Context: an optimization exercise on an open-source flow, tuned for small area. The choices shown serve that exercise and are no tape-out recipe.
At most, simulation tests tie the RTL to the original design; equivalence was not proved.
Power is estimated from default activity; no workload was simulated.

## Core
module Core(clk, reset, config_en, config_in, config_out, in0, in1, in2, in3, in4, in5, in6, in7, out0, out1, out2, out3, out4, out5, out6, out7);
Settings: LEC_CHECK=0, CAP_MARGIN=20, CORE_MARGIN=2, CORE_UTILIZATION=40, SLEW_MARGIN=20, SYNTH_HIERARCHICAL=1; clock period 10.0 ns.
standard.sh (not shown) runs the stock make flow with config.mk's settings and CLKGATE_MAP_FILE= SYNTH_SCRIPT=/design/flow/synth_recipe.tcl, a recipe that flattens the netlist after the stock synthesis.
==> flow/flow/run.sh <==
#!/bin/bash
# Own layout flow: the standard ORFS flow, except that
#  * synthesis maps the combinational logic with an area-oriented ABC script
#    (flow/abc_area.script) instead of ORFS's delay-oriented one; every other
#    synthesis pass (register mapping, flattening, renaming) is the standard flow's own;
#  * the ORFS variables listed in flow/extra_args (one NAME=value per line) are
#    passed to make on top of the standard flow's settings; a line DONT_USE_ADD=cells adds
#    cells to the platform's DONT_USE_CELLS list.
# The rest (floorplan, placement, CTS, routing, final) is the standard flow,
# run through a copy of the standard.sh. Each tool writes its full log under
# orfs/logs/ as usual; make's own output goes to flow.log.
set -euo pipefail
HERE=$(pwd)
FLOWDIR=$HERE/flow
mkdir -p $HERE/custom
# ORFS synth.tcl with the final technology-mapping abc call using our script
sed 's#^\(\s*\)log_cmd abc {\*}\$abc_args$#\1log_cmd abc {*}[lreplace $abc_args 1 1 '"$FLOWDIR"'/abc_area.script]#' \
    $FLOW_HOME/scripts/synth.tcl > $HERE/custom/synth.tcl
grep -q "abc_area.script\]" $HERE/custom/synth.tcl
# The standard flow's synthesis wrapper, sourcing the patched synth.tcl
sed 's#source \$::env(SCRIPTS_DIR)/synth.tcl#source '"$HERE"'/custom/synth.tcl#' synth_recipe.tcl > $HERE/custom/synth_recipe.tcl
grep -q "custom/synth.tcl" $HERE/custom/synth_recipe.tcl
# standard.sh with our synthesis script
sed 's#SYNTH_SCRIPT=[^ ]*synth_recipe.tcl#SYNTH_SCRIPT='"$HERE"'/custom/synth_recipe.tcl#' standard.sh > $HERE/custom/standard.sh
grep -q "custom/synth_recipe.tcl" $HERE/custom/standard.sh
EXTRA=()
if [[ -f $FLOWDIR/extra_args ]]; then
  while IFS= read -r line; do
    [[ -z "$line" || "$line" == \#* ]] && continue
    if [[ "$line" == DONT_USE_ADD=* ]]; then
      base=$(make --no-print-directory -C $FLOW_HOME DESIGN_CONFIG=$FLOW_CONFIG WORK_HOME=$HERE/orfs print-DONT_USE_CELLS 2>/dev/null | sed -n 's/^DONT_USE_CELLS: //p')
      [[ -n "$base" ]]
      EXTRA+=("DONT_USE_CELLS=$base ${line#DONT_USE_ADD=}")
    else
      EXTRA+=("$line")
    fi
  done < $FLOWDIR/extra_args
fi
printf '%s\n' "${EXTRA[@]}" > $HERE/custom/extra_args.used
bash $HERE/custom/standard.sh "${EXTRA[@]}" finish > $HERE/flow.log 2>&1
==> flow/flow/extra_args <==
CTS_ARGS=-sink_clustering_enable -repair_clock_nets -dont_use_dummy_load -sink_clustering_size 20 -sink_clustering_max_diameter 60
DONT_USE_ADD=sky130_fd_sc_hd__o21ai_0 sky130_fd_sc_hd__and2_0 sky130_fd_sc_hd__or2_0 sky130_fd_sc_hd__a21boi_0 sky130_fd_sc_hd__o311ai_0 sky130_fd_sc_hd__a2111oi_0 sky130_fd_sc_hd__a21bo_1 sky130_fd_sc_hd__a31o_1 sky130_fd_sc_hd__and4bb_1 sky130_fd_sc_hd__inv_1 sky130_fd_sc_hd__mux2_1 sky130_fd_sc_hd__mux4_1 sky130_fd_sc_hd__o211a_1 sky130_fd_sc_hd__o21ba_1 sky130_fd_sc_hd__o221a_1 sky130_fd_sc_hd__or2_1 sky130_fd_sc_hd__or3b_1 sky130_fd_sc_hd__or4b_1
BUFFER_PORTS_ARGS=-buffer_cell sky130_fd_sc_hd__buf_1
Other scripts of this flow, unchanged in this note and not shown: flow/flow/abc_area.script
The baseline completed with no timing, DRC or antenna violations.
Rerun with:
==> flow/flow/extra_args (replaced) <==
CTS_ARGS=-sink_clustering_enable -repair_clock_nets -dont_use_dummy_load -sink_clustering_size 22 -sink_clustering_max_diameter 80
DONT_USE_ADD=sky130_fd_sc_hd__o21ai_0 sky130_fd_sc_hd__and2_0 sky130_fd_sc_hd__or2_0 sky130_fd_sc_hd__a21boi_0 sky130_fd_sc_hd__o311ai_0 sky130_fd_sc_hd__a2111oi_0 sky130_fd_sc_hd__a21bo_1 sky130_fd_sc_hd__a31o_1 sky130_fd_sc_hd__and4bb_1 sky130_fd_sc_hd__inv_1 sky130_fd_sc_hd__mux2_1 sky130_fd_sc_hd__mux4_1 sky130_fd_sc_hd__o211a_1 sky130_fd_sc_hd__o21ba_1 sky130_fd_sc_hd__o221a_1 sky130_fd_sc_hd__or2_1 sky130_fd_sc_hd__or3b_1 sky130_fd_sc_hd__or4b_1
BUFFER_PORTS_ARGS=-buffer_cell sky130_fd_sc_hd__buf_1
CAP_MARGIN = 25   (was 20)
SLEW_MARGIN = 25   (was 20)
After rerunning: The new run finished clean. Final cell count stays flat. Wire length hardly moves. Clock power went down by 20%. Total power went down by 1.5%. Setup slack improves by 0.085 ns.

========
Starting RTL as in the previous note.
==> flow/config.mk <==
export PLATFORM = sky130hd
export DESIGN_NAME = Core
export DESIGN_NICKNAME = Core
export VERILOG_FILES = /design/flow/design.v
export SDC_FILE = /design/flow/constraint.sdc
export NUM_CORES = 8
export LEC_CHECK = 0
export CAP_MARGIN = 20
export CORE_MARGIN = 2
export CORE_UTILIZATION = 40
export PLACE_DENSITY = 0.7
export SLEW_MARGIN = 20
export SYNTH_HIERARCHICAL = 1
==> flow/constraint.sdc <==
create_clock -name core_clock -period 10.0 [get_ports {clk}]
set_input_delay 2.0000 -clock core_clock [delete_from_list [all_inputs] [get_ports {clk}]]
set_output_delay 2.0000 -clock core_clock [all_outputs]
set_load 0.01 [all_outputs]
==> flow/flow/abc_area.script <==
&get -n
&st
&dch
&nf -p -R 1000 -F 8 -A 4 -C 32
&put
==> flow/flow/extra_args <==
CTS_ARGS=-sink_clustering_enable -repair_clock_nets -dont_use_dummy_load -sink_clustering_size 20 -sink_clustering_max_diameter 60
DONT_USE_ADD=sky130_fd_sc_hd__o21ai_0 sky130_fd_sc_hd__and2_0 sky130_fd_sc_hd__or2_0 sky130_fd_sc_hd__a21boi_0 sky130_fd_sc_hd__o311ai_0 sky130_fd_sc_hd__a2111oi_0 sky130_fd_sc_hd__a21bo_1 sky130_fd_sc_hd__a31o_1 sky130_fd_sc_hd__and4bb_1 sky130_fd_sc_hd__inv_1 sky130_fd_sc_hd__mux2_1 sky130_fd_sc_hd__mux4_1 sky130_fd_sc_hd__o211a_1 sky130_fd_sc_hd__o21ba_1 sky130_fd_sc_hd__o221a_1 sky130_fd_sc_hd__or2_1 sky130_fd_sc_hd__or3b_1 sky130_fd_sc_hd__or4b_1
BUFFER_PORTS_ARGS=-buffer_cell sky130_fd_sc_hd__buf_1
Scripts as last shown in full above: flow/flow/run.sh
==> next run, changes <==
==> flow/flow/extra_args (replaced) <==
CTS_ARGS=-sink_clustering_enable -repair_clock_nets -dont_use_dummy_load -sink_clustering_size 22 -sink_clustering_max_diameter 80
DONT_USE_ADD=sky130_fd_sc_hd__o21ai_0 sky130_fd_sc_hd__and2_0 sky130_fd_sc_hd__or2_0 sky130_fd_sc_hd__a21boi_0 sky130_fd_sc_hd__o311ai_0 sky130_fd_sc_hd__a2111oi_0 sky130_fd_sc_hd__a21bo_1 sky130_fd_sc_hd__a31o_1 sky130_fd_sc_hd__and4bb_1 sky130_fd_sc_hd__inv_1 sky130_fd_sc_hd__mux2_1 sky130_fd_sc_hd__mux4_1 sky130_fd_sc_hd__o211a_1 sky130_fd_sc_hd__o21ba_1 sky130_fd_sc_hd__o221a_1 sky130_fd_sc_hd__or2_1 sky130_fd_sc_hd__or3b_1 sky130_fd_sc_hd__or4b_1
BUFFER_PORTS_ARGS=-buffer_cell sky130_fd_sc_hd__buf_1
--- a/flow/config.mk
+++ b/flow/config.mk
@@ -6,8 +6,8 @@
 export NUM_CORES = 8
 export LEC_CHECK = 0
-export CAP_MARGIN = 20
+export CAP_MARGIN = 25
 export CORE_MARGIN = 2
 export CORE_UTILIZATION = 40
 export PLACE_DENSITY = 0.7
-export SLEW_MARGIN = 20
+export SLEW_MARGIN = 25
 export SYNTH_HIERARCHICAL = 1
After rerunning: Clock power came out lower by 20%; power came out lower by 1.5%; wire length hardly moves; non-clock buffer count came out higher by 19; sequential cell count does not change; worst setup slack is better by 22 ps.

========
Another version of the RTL of Core (not shown whole).
Size in the first run: about 15,000 cells after synthesis, about 1,100 flip-flops, about 260 I/O pins.
## Core
module Core(clk, reset, config_en, config_in, config_out, in0, in1, in2, in3, in4, in5, in6, in7, out0, out1, out2, out3, out4, out5, out6, out7);
	parameter size = 16;
	input clk, reset, config_en, config_in;
	output config_out;
	input [size-1:0] in0, in1, in2, in3, in4, in5, in6, in7;
	output [size-1:0] out0, out1, out2, out3, out4, out5, out6, out7;
	reg [367:0] cfg;
	wire [367:0] cfg_d;
	MUX2V #(368) cfg_mux(.s(config_en), .a0(cfg), .a1({cfg[366:0], config_in}), .y(cfg_d));
	always @(posedge clk, posedge reset)
		if (reset) cfg <= 0;
		else cfg <= cfg_d;
	assign config_out = cfg[367];
	reg [size-1:0] io_q0, io_q1, io_q2, io_q3, io_q4, io_q5, io_q6, io_q7, bm_q0, bm_q1, bm_q2, bm_q3, bm_q4, bm_q5, bm_q6, bm_q7, alu_q0, alu_q1, alu_q10, alu_q11, alu_q12, alu_q13, alu_q14, alu_q15, alu_q2, alu_q3, alu_q4, alu_q5, alu_q6, alu_q7, alu_q8, alu_q9, mem_q0, mem_q1, mem_q10, mem_q11, mem_q12, mem_q13, mem_q14, mem_q15, mem_q2, mem_q3, mem_q4, mem_q5, mem_q6, mem_q7, mem_q8, mem_q9;
	wire [size-1:0] pe_n0, pe_n1, pe_n10, pe_n11, pe_n12, pe_n13, pe_n14, pe_n15, pe_n2, pe_n3, pe_n4, pe_n5, pe_n6, pe_n7, pe_n8, pe_n9;
	PEOUT pe_o0(.s(cfg[21]), .alu(alu_q0), .mem(mem_q0), .yn(pe_n0));
  ...
==> flow/config.mk <==
export PLATFORM = sky130hd
export DESIGN_NAME = Core
export DESIGN_NICKNAME = Core
export VERILOG_FILES = /design/flow/design.v
export SDC_FILE = /design/flow/constraint.sdc
export NUM_CORES = 8
export LEC_CHECK = 0
export CAP_MARGIN = 10
export CORE_MARGIN = 2
export CORE_UTILIZATION = 40
export SLEW_MARGIN = 10
export SYNTH_HIERARCHICAL = 1
==> flow/constraint.sdc <==
create_clock -name core_clock -period 10.0 [get_ports {clk}]
set_input_delay 2.0000 -clock core_clock [delete_from_list [all_inputs] [get_ports {clk}]]
set_output_delay 2.0000 -clock core_clock [all_outputs]
set_load 0.01 [all_outputs]
==> flow/flow/run.sh <==
#!/bin/bash
# Own layout flow: the standard ORFS flow, except that
#  * synthesis maps the combinational logic with an area-oriented ABC script
#    (flow/abc_area.script) instead of ORFS's delay-oriented one; every other
#    synthesis pass (register mapping, flattening, renaming) is the standard flow's own;
#  * the ORFS variables listed in flow/extra_args (one NAME=value per line) are
#    passed to make on top of the standard flow's settings.
# The rest (floorplan, placement, CTS, routing, final) is the standard flow,
# run through a copy of the standard.sh. Each tool writes its full log under
# orfs/logs/ as usual; make's own output goes to flow.log.
set -euo pipefail
HERE=$(pwd)
FLOWDIR=$HERE/flow
mkdir -p $HERE/custom
# ORFS synth.tcl with the final technology-mapping abc call using our script
sed 's#^\(\s*\)log_cmd abc {\*}\$abc_args$#\1log_cmd abc {*}[lreplace $abc_args 1 1 '"$FLOWDIR"'/abc_area.script]#' \
    $FLOW_HOME/scripts/synth.tcl > $HERE/custom/synth.tcl
grep -q "abc_area.script\]" $HERE/custom/synth.tcl
# The standard flow's synthesis wrapper, sourcing the patched synth.tcl
sed 's#source \$::env(SCRIPTS_DIR)/synth.tcl#source '"$HERE"'/custom/synth.tcl#' synth_recipe.tcl > $HERE/custom/synth_recipe.tcl
grep -q "custom/synth.tcl" $HERE/custom/synth_recipe.tcl
# standard.sh with our synthesis script
sed 's#SYNTH_SCRIPT=[^ ]*synth_recipe.tcl#SYNTH_SCRIPT='"$HERE"'/custom/synth_recipe.tcl#' standard.sh > $HERE/custom/standard.sh
grep -q "custom/synth_recipe.tcl" $HERE/custom/standard.sh
EXTRA=()
if [[ -f $FLOWDIR/extra_args ]]; then
  while IFS= read -r line; do
    [[ -z "$line" || "$line" == \#* ]] && continue
    EXTRA+=("$line")
  done < $FLOWDIR/extra_args
fi
bash $HERE/custom/standard.sh "${EXTRA[@]}" finish > $HERE/flow.log 2>&1
==> flow/flow/extra_args <==
RECOVER_POWER=100
CTS_ARGS=-sink_clustering_enable -repair_clock_nets -dont_use_dummy_load
Scripts as last shown in full above: flow/flow/abc_area.script
The first run finished but fails on max-capacitance violations, max-slew violations.
==> next run, changes <==
==> flow/flow/run.sh (replaced) <==
#!/bin/bash
# Own layout flow: the standard ORFS flow, except that synthesis maps the
# combinational logic with an area-oriented ABC script (flow/abc_area.script)
# instead of ORFS's delay-oriented one. Everything else (yosys passes, register
# mapping, flattening and renaming, floorplan, placement, CTS, routing) is the
# standard flow, run through a copy of standard.sh.
set -euo pipefail
HERE=$(pwd)
FLOWDIR=$HERE/flow
mkdir -p $HERE/custom
# ORFS synth.tcl with the final technology-mapping abc call using our script
sed 's#^\(\s*\)log_cmd abc {\*}\$abc_args$#\1log_cmd abc {*}[lreplace $abc_args 1 1 '"$FLOWDIR"'/abc_area.script]#' \
    $FLOW_HOME/scripts/synth.tcl > $HERE/custom/synth.tcl
grep -q "abc_area.script\]" $HERE/custom/synth.tcl
# The standard flow's synthesis wrapper, sourcing the patched synth.tcl
sed 's#source \$::env(SCRIPTS_DIR)/synth.tcl#source '"$HERE"'/custom/synth.tcl#' synth_recipe.tcl > $HERE/custom/synth_recipe.tcl
grep -q "custom/synth.tcl" $HERE/custom/synth_recipe.tcl
# standard.sh with our synthesis script
sed 's#SYNTH_SCRIPT=[^ ]*synth_recipe.tcl#SYNTH_SCRIPT='"$HERE"'/custom/synth_recipe.tcl#' standard.sh > $HERE/custom/standard.sh
grep -q "custom/synth_recipe.tcl" $HERE/custom/standard.sh
bash $HERE/custom/standard.sh finish > $HERE/flow.log 2>&1
Settings changed: CAP_MARGIN 10 to 20, SLEW_MARGIN 10 to 20.
removed: flow/flow/extra_args
Outcome: This time the run went through all stages and came out clean; global-route usage stays flat; power came out higher by about 3%; hold slack gets better by 0.023 ns; final area goes up by about 2%; clock skew drops by 0.058 ns; worst setup slack is better by 0.58 ns; routed wire length stays flat; area after synthesis stays the same; sequential power is higher by about 0.8%; sequential cell count stays the same.
No functional check of the RTL was part of any run of this note.

[separate check: timing with driven ports]
No port has a modelled driver above. Below, the same layouts with a new extraction and two added sets of constraints.
Step 1: set_driving_cell puts a clkbuf_16 on clk and a buf_2 on each other input, an assumption about the parent block.
Step 2, shift: input delay + t, output delay - t, t = (earliest + latest rising clock arrival at the registers) / 2. This alone moves slack from input paths to output paths.
a / b / c = ideal / step 1 / step 2; a / b = the first two.
run	t, ns	setup slack, ns	latest minus earliest clock arrival (ns)
the first run of note 1	0.973	0.348 / 0.348 / 0.348	0.176 / 0.175
the second run of note 1	1.009	0.433 / 0.433 / 0.433	0.175 / 0.175
the first run of note 2	0.961	0.405 / 0.405 / 0.405	0.116 / 0.116
the second run of note 2	0.980	0.426 / 0.426 / 0.426	0.125 / 0.125
the first run of note 3	0.978	0.466 / 0.466 / 0.022	0.123 / 0.124
the second run of note 3	0.994	1.047 / 1.047 / 1.047	0.068 / 0.068
For the first run of note 3, which loses most, drivers alone change the setup slack by 0.000 ns; drivers and shift together by -0.444 ns.
